This is an optimization exercise on Yosys and OpenROAD, whose aim is small area, a short achievable clock period and few clock cycles, not a production implementation.
No functional check of the RTL was part of this run.
Power figures rest on the tool's default switching activity, not on a simulated workload.

$ cat design/flow/design.v
`default_nettype none
module xtea_core(
                 input wire           clk,
                 input wire           reset_n,
                 input wire           encdec,    
                 input wire           start,     
                 input wire           mode_we,   
                 input wire           mode_new,  
                 output wire          busy,
                 output wire          ready,
                 input wire [127 : 0] key,       
                 input wire [63 : 0]  block,     
                 output wire          swap,      
                 output wire [63 : 0] result     
                );
  localparam [31 : 0] DELTA        = 32'h9e3779b9;
  localparam [31 : 0] DEC_INIT     = 32'hc6ef3720;  
  localparam [1 : 0]  DEC_INIT_SEL = 2'd2;          
  logic          busy_reg;
  logic [5 : 0]  hr_reg;         
  logic [31 : 0] sum_reg;        
  logic [1 : 0]  sel_reg;        
  logic [31 : 0] rk_reg;         
  logic          swap_reg;       
  logic [31 : 0] a_reg;          
  logic [31 : 0] b_reg;          
  logic          last;
  logic          step;
  logic [31 : 0] sum_next;
  logic [1 : 0]  sel_next;
  logic [31 : 0] keyw;
  logic [31 : 0] f;
  logic [32 : 0] new33;
  assign busy   = busy_reg;
  assign last   = busy_reg && (hr_reg == 6'h0);
  assign ready  = !busy_reg || last;
  assign swap   = swap_reg;
  assign result = {a_reg, b_reg};
  assign step = busy_reg || start;
  always_comb
    begin
      case (sel_reg)
        2'd0: keyw = key[127 : 96];
        2'd1: keyw = key[95 : 64];
        2'd2: keyw = key[63 : 32];
        default: keyw = key[31 : 0];
      endcase
    end
  assign f     = ({b_reg[27 : 0], 4'h0} ^ {5'h0, b_reg[31 : 5]}) + b_reg;
  assign new33 = {a_reg, 1'b1} + {f ^ rk_reg, !encdec};
  assign sum_next = encdec ? sum_reg + DELTA : sum_reg - DELTA;
  always_comb
    begin
      if (!hr_reg[0])
        sel_next = encdec ? sum_next[12 : 11] : sum_next[1 : 0];
      else
        sel_next = encdec ? sum_reg[1 : 0] : sum_reg[12 : 11];
    end
  always_ff @ (posedge clk or negedge reset_n)
    begin : ctrl_update
      if (!reset_n)
        begin
          busy_reg <= 1'b0;
          hr_reg   <= 6'h0;
        end
      else
        begin
          if (step && !last)
            hr_reg <= hr_reg + 6'h1;
          if (start)
            busy_reg <= 1'b1;
          else if (last)
            busy_reg <= 1'b0;
        end
    end
  always_ff @ (posedge clk)
    begin : dp_update
      rk_reg <= (sum_reg + keyw) ^ {32{!encdec}};
      if (start)
        begin
          swap_reg <= !encdec;
          a_reg    <= encdec ? block[63 : 32] : block[31 : 0];
          b_reg    <= encdec ? block[31 : 0]  : block[63 : 32];
        end
      else if (busy_reg)
        begin
          a_reg <= b_reg;
          b_reg <= new33[32 : 1];
        end
      if (mode_we)
        begin
          sum_reg <= mode_new ? 32'h0 : DEC_INIT;
          sel_reg <= mode_new ? 2'd0 : DEC_INIT_SEL;
        end
      else if (last)
        begin
          sum_reg <= encdec ? 32'h0 : DEC_INIT;
          sel_reg <= encdec ? 2'd0 : DEC_INIT_SEL;
        end
      else if (step)
        begin
          if (!hr_reg[0])
            sum_reg <= sum_next;
          sel_reg <= sel_next;
        end
    end
endmodule  
`default_nettype none
module xtea(
            input wire               clk,
            input wire               reset_n,
            input wire               cs,
            input wire               we,
            input wire      [7 : 0]  address,
            input wire      [31 : 0] write_data,
            output wire     [31 : 0] read_data
           );
  localparam ADDR_CTRL    = 8'h08;
  localparam ADDR_CONFIG  = 8'h0a;
  localparam ADDR_ROUNDS  = 8'h0c;
  localparam ADDR_KEY0    = 8'h10;
  localparam ADDR_BLOCK0  = 8'h20;
  localparam CORE_NAME0   = 32'h78746561;  
  localparam CORE_NAME1   = 32'h2d313238;  
  localparam CORE_VERSION = 32'h302e3630;  
  logic [31 : 0] key_reg [0 : 3];
  logic [31 : 0] block_reg [0 : 1];
  logic          encdec_reg;
  logic          wr;
  logic          start;
  logic          mode_we;
  logic          busy;
  logic          ready;
  logic          swap;
  logic          rd_b;
  logic [63 : 0] result;
  logic [31 : 0] const_data;
  assign wr      = cs && we && !busy;
  assign start   = wr && (address == ADDR_CTRL) && write_data[1];
  assign mode_we = wr && ((address == ADDR_CONFIG) || (address == ADDR_ROUNDS));
  xtea_core core(
                 .clk(clk),
                 .reset_n(reset_n),
                 .encdec(encdec_reg),
                 .start(start),
                 .mode_we(mode_we),
                 .mode_new(write_data[0]),
                 .busy(busy),
                 .ready(ready),
                 .key({key_reg[0], key_reg[1], key_reg[2], key_reg[3]}),
                 .block({block_reg[0], block_reg[1]}),
                 .swap(swap),
                 .result(result)
                );
  always_ff @ (posedge clk)
    begin : reg_update
      if (mode_we)
        encdec_reg <= write_data[0];
      if (wr && (address[7 : 2] == ADDR_KEY0[7 : 2]))
        key_reg[address[1 : 0]] <= write_data;
      if (wr && (address[7 : 1] == ADDR_BLOCK0[7 : 1]))
        block_reg[address[0]] <= write_data;
    end
  always_comb
    begin : const_mux
      if (address[3])
        const_data = {31'h0, ready};
      else if (address[1])
        const_data = CORE_VERSION;
      else if (address[0])
        const_data = CORE_NAME1;
      else
        const_data = CORE_NAME0;
    end
  assign rd_b      = address[0] ^ swap;
  assign read_data = address[5] ? (rd_b ? result[31 : 0] : result[63 : 32]) :
                     const_data;
endmodule  
$ cat design/flow/run.sh
#!/bin/bash
# synth_recipe.tcl (not shown) runs the flow's synth.tcl, then flattens the netlist and writes it again
# the make line also repeats each setting of config.mk as NAME=value (left out here)
make -C /OpenROAD-flow-scripts/flow DESIGN_CONFIG=/design/flow/config.mk WORK_HOME=/design/flow/orfs CLKGATE_MAP_FILE= SYNTH_SCRIPT=/design/flow/synth_recipe.tcl finish
$ cat design/flow/config.mk
export PLATFORM = sky130hd
export DESIGN_NAME = xtea
export DESIGN_NICKNAME = xtea
export VERILOG_FILES = /design/flow/design.v
export SDC_FILE = /design/flow/constraint.sdc
export NUM_CORES = 4
export LEC_CHECK = 0
export CAP_MARGIN = 20
export CORE_MARGIN = 2
export CORE_UTILIZATION = 40
export SETUP_SLACK_MARGIN = 1.5
export SLEW_MARGIN = 20
$ cat design/flow/constraint.sdc
create_clock -name core_clock -period 7.5 [get_ports {clk}]
set_input_delay 1.5000 -clock core_clock [delete_from_list [all_inputs] [get_ports {clk}]]
set_output_delay 1.5000 -clock core_clock [all_outputs]
set_load 0.01 [all_outputs]
==> results_dict.tcl <==
set metrics [dict create \
    grt_max_degree 127 \
    peakVddDrop_mv 0.135 \
    crit_start "address[0]" \
    min_path_cells 1 \
    grt_pass1_vias 13000 \
    status "timing/DRC/antenna clean" \
    clk_latency_ns 0.53 \
    grt_pass1_wl_microns 76000 \
    cp-end-kind "output port" \
    overflow 0 \
    rsz0062_at_grt "no" \
    io_pins 76 \
    cts_root_buffer "clkbuf_16" \
    fin_util_pct 46.2 \
    dp_slack_ns 1.99 \
    hpwlAfterDp_microns 36700 \
    max-cap-violations 0 \
    largest_reg_flops 128 \
    slew_headroom_pct 32.2 \
    diodes 0 \
    layout_min_cycle_time_ns 5.58 \
    grt.total_usage_pct 19.7 \
    routed_wl_microns 49500 \
    finalCritPeriodShare_pct 74.4 \
    hold_viol 0 \
    die_width_microns 225 \
    min_path_type "reg2reg" \
    setup-tns-final_ns 0 \
    portBuffers 75 \
    fin_skew_ns 0.0118 \
    tritoncts "built" \
    multi_input_area_sq_um 9620 \
    layout_commonest_cell "edfxtp_1" \
    synth-main-ff-cell "edfxtp_1" \
    seqCellArea_sq_um 9580 \
    crit-reg2reg-launch "core.b_reg[5]" \
    synth-seq-cells 331 \
    coreArea_sq_um 47900 \
    drt_iter0_drc 1343 \
    cts_setup_buffers 0 \
    routedWlPerCell_microns 20.5 \
    cts_inserted_buffers 36 \
    final.fill_count 4303 \
    synthCells 1688 \
    vias 13200 \
    ant_nets 0 \
    powerDensity_nw_per_um2 173 \
    die_y_microns 225 \
    slew_viol_final 0 \
    htree_levels 2 \
    drt_first_pass_iters 5 \
    worst_ep_required_time_ns 6.00 \
    worstMarginPinSlew_ns 1.02 \
    drive_gt1_share_pct 7.46 \
    ys_async_sr_fraction_pct 2.11 \
    dieArea_sq_um 50500 \
    ys_seq_area_share_pct 49.2 \
    syn-num-nets 1868 \
    cts_sinks 331 \
    finalPower_mw 3.83 \
    p_leak_nw 8.48 \
    rows 80 \
    setup.worst_path.class "in2out" \
    vias_per_cell 5.48 \
    synth_enable_flop_cells 292 \
    yosysWarnings 2 \
    clockBufferDepth 3 \
    cts_resized 0 \
    max_freq_mhz 179 \
    fin_ws_ns 1.92 \
    startpoint_type "input pin" \
    critPathArrivalTime_ns 4.08 \
    ctsHoldBuffers 0 \
    syn_avg_cell_area_sq_um 11.6 \
    setup_viol 0 \
    start_util_pct 40.7 \
    final_nets 1949 \
    grt_antenna_before_repair 0 \
    synth.distinct_cells 69 \
    r2r_cells 20 \
    drc 0 \
    clk_pin_slew_worst_paths_ns 0.06 \
    area_growth_syn_to_layout_pct 13.6 \
    mostFrequentLayoutCells "292 x edfxtp_1, 153 x nand2_1, 132 x xnor2_1, 132 x ha_1, 125 x a21oi_1" \
    worstPathMaxFanout 31 \
    place.gp.congestion 0.923 \
    syn_area_sq_um 19500 \
    hold_start "core.hr_reg[5]" \
]
## worst max-delay path, cell delays in order
cell and delay [ns]:
clkdlybuf4s50_1 0.85, xnor2_2 0.18, buf_4 0.43, mux2i_1 0.13, o21ai_0 0.33, clkdlybuf4s50_1 0.62
## per-stage QoR
step / area [sq um] / hold slack [ns] / cells
finish: 22100 / 0.480 / 2412
global route: 22100 / 0.494 / 2412
CTS: 22100 / 0.483 / 2412
detailed placement: 21000 / 0.475 / 2346
global placement: 21000 / 0.454 / 2346
floorplan: 19500 / 0.437 / 1688
## path summary, 6_finish.rpt
kind	slack [ns]	end
max	1.92	read_data[20]
min reg2reg	0.48	core.hr_reg[5]
max reg2reg	2.11	core.b_reg[31]
max in group asynchronous	6.04	core.hr_reg[4]
min	0.48	core.hr_reg[5]
min in group asynchronous	1.22	core.hr_reg[3]
## Yosys cell counts, types with 5 or more instances
cell type	count	area share, %
nand3_1	17	0.44
a21o_1	56	2.2
a211o_1	6	0.27
o21ai_1	6	0.15
o31ai_1	10	0.39
and2_1	7	0.22
or2_2	6	0.19
clkbuf_1	37	0.71
nor2b_1	14	0.45
a21oi_1	125	3.2
xor2_1	75	3.4
nand2_1	153	2.9
or3_1	7	0.22
nand4_1	5	0.16
edfxtp_1	292	45
a211oi_1	9	0.35
o21a_1	18	0.69
xnor2_1	133	6.0
inv_1	44	0.85
a31o_2	5	0.22
dfrtp_1	7	0.90
o21bai_1	18	0.69
a31oi_1	28	0.90
nor2_1	77	1.5
mux2i_1	77	4.0
dfxtp_1	32	3.3
buf_1	11	0.21
nor3_1	19	0.49
mux4_2	33	3.8
ha_1	132	8.5
o211ai_1	8	0.31
o21ai_0	121	3.1
and3_1	15	0.48
nand2b_1	20	0.64
nor4_1	5	0.16
## cells by family after synthesis
logic type               count (synthesis)  synth area share (%)
adder cells (fa/ha/maj)                136                  8.88
AND/OR/NAND/NOR                        354                  8.26
buffers and inverters                   94                  1.82
AO/OA/AOI/OAI                          455                  14.8
flip-flops                             331                  49.2
multiplexers                           110                  7.76
XOR/XNOR                               208                  9.34
## power breakdown
| group | internal [mW] | leakage, nW | total (mW) | switching, mW |
|---|---|---|---|---|
| sequential | 2.00 | 2.99 | 2.00 | 0.00253 |
| clock | 0.946 | 0.544 | 1.68 | 0.731 |
| combinational | 0.0655 | 4.94 | 0.151 | 0.0851 |
| total | 3.01 | 8.48 | 3.83 | 0.818 |
## final cells by class
| class | instances | share of cell area, % |
|---|---|---|
| Clock buffer | 48 | 4.51 |
| Clock inverter | 18 | 0.514 |
| Inverter | 45 | 0.763 |
| Multi-Input combinational cell | 1263 | 43.4 |
| Sequential cell | 331 | 43.3 |
| Tap cell | 615 | 3.47 |
| Timing Repair Buffer | 92 | 4.02 |
## per-layer routing
metal	share of wire, %	global-route usage [%]	vias up
met5	0	0	-
met4	2.1	5.17	0
met3	4.6	2.43	62
met2	45	30.7	281
met1	49	29.1	6379
li1	-	-	6492

[port drivers added, routing unchanged]
How much do the figures lean on ideal ports? The routed layout below was timed once more, with nothing changed but the port constraints.
Step 1: set_driving_cell puts a clkbuf_16 on clk and a buf_2 on each other input, an assumption about the parent block.
Step 2 also shifts input and output timing later by t, the mid clock arrival at the registers, as if the neighbouring blocks saw the same clock.
a / b / c = ideal ports / drivers / drivers and shift; a / b = the first two.
shift t [ns]: 0.579
setup slack, ns: 1.918 / 1.847 / 1.847
worst setup path at the end: input to output
worst data-port slew with drivers (ns): 0.07
cell pins on the clock port's net: 1
After both steps setup and hold are still met in this run. The setup slack of this run moves by -0.071 ns with the drivers and by -0.071 ns with both steps.
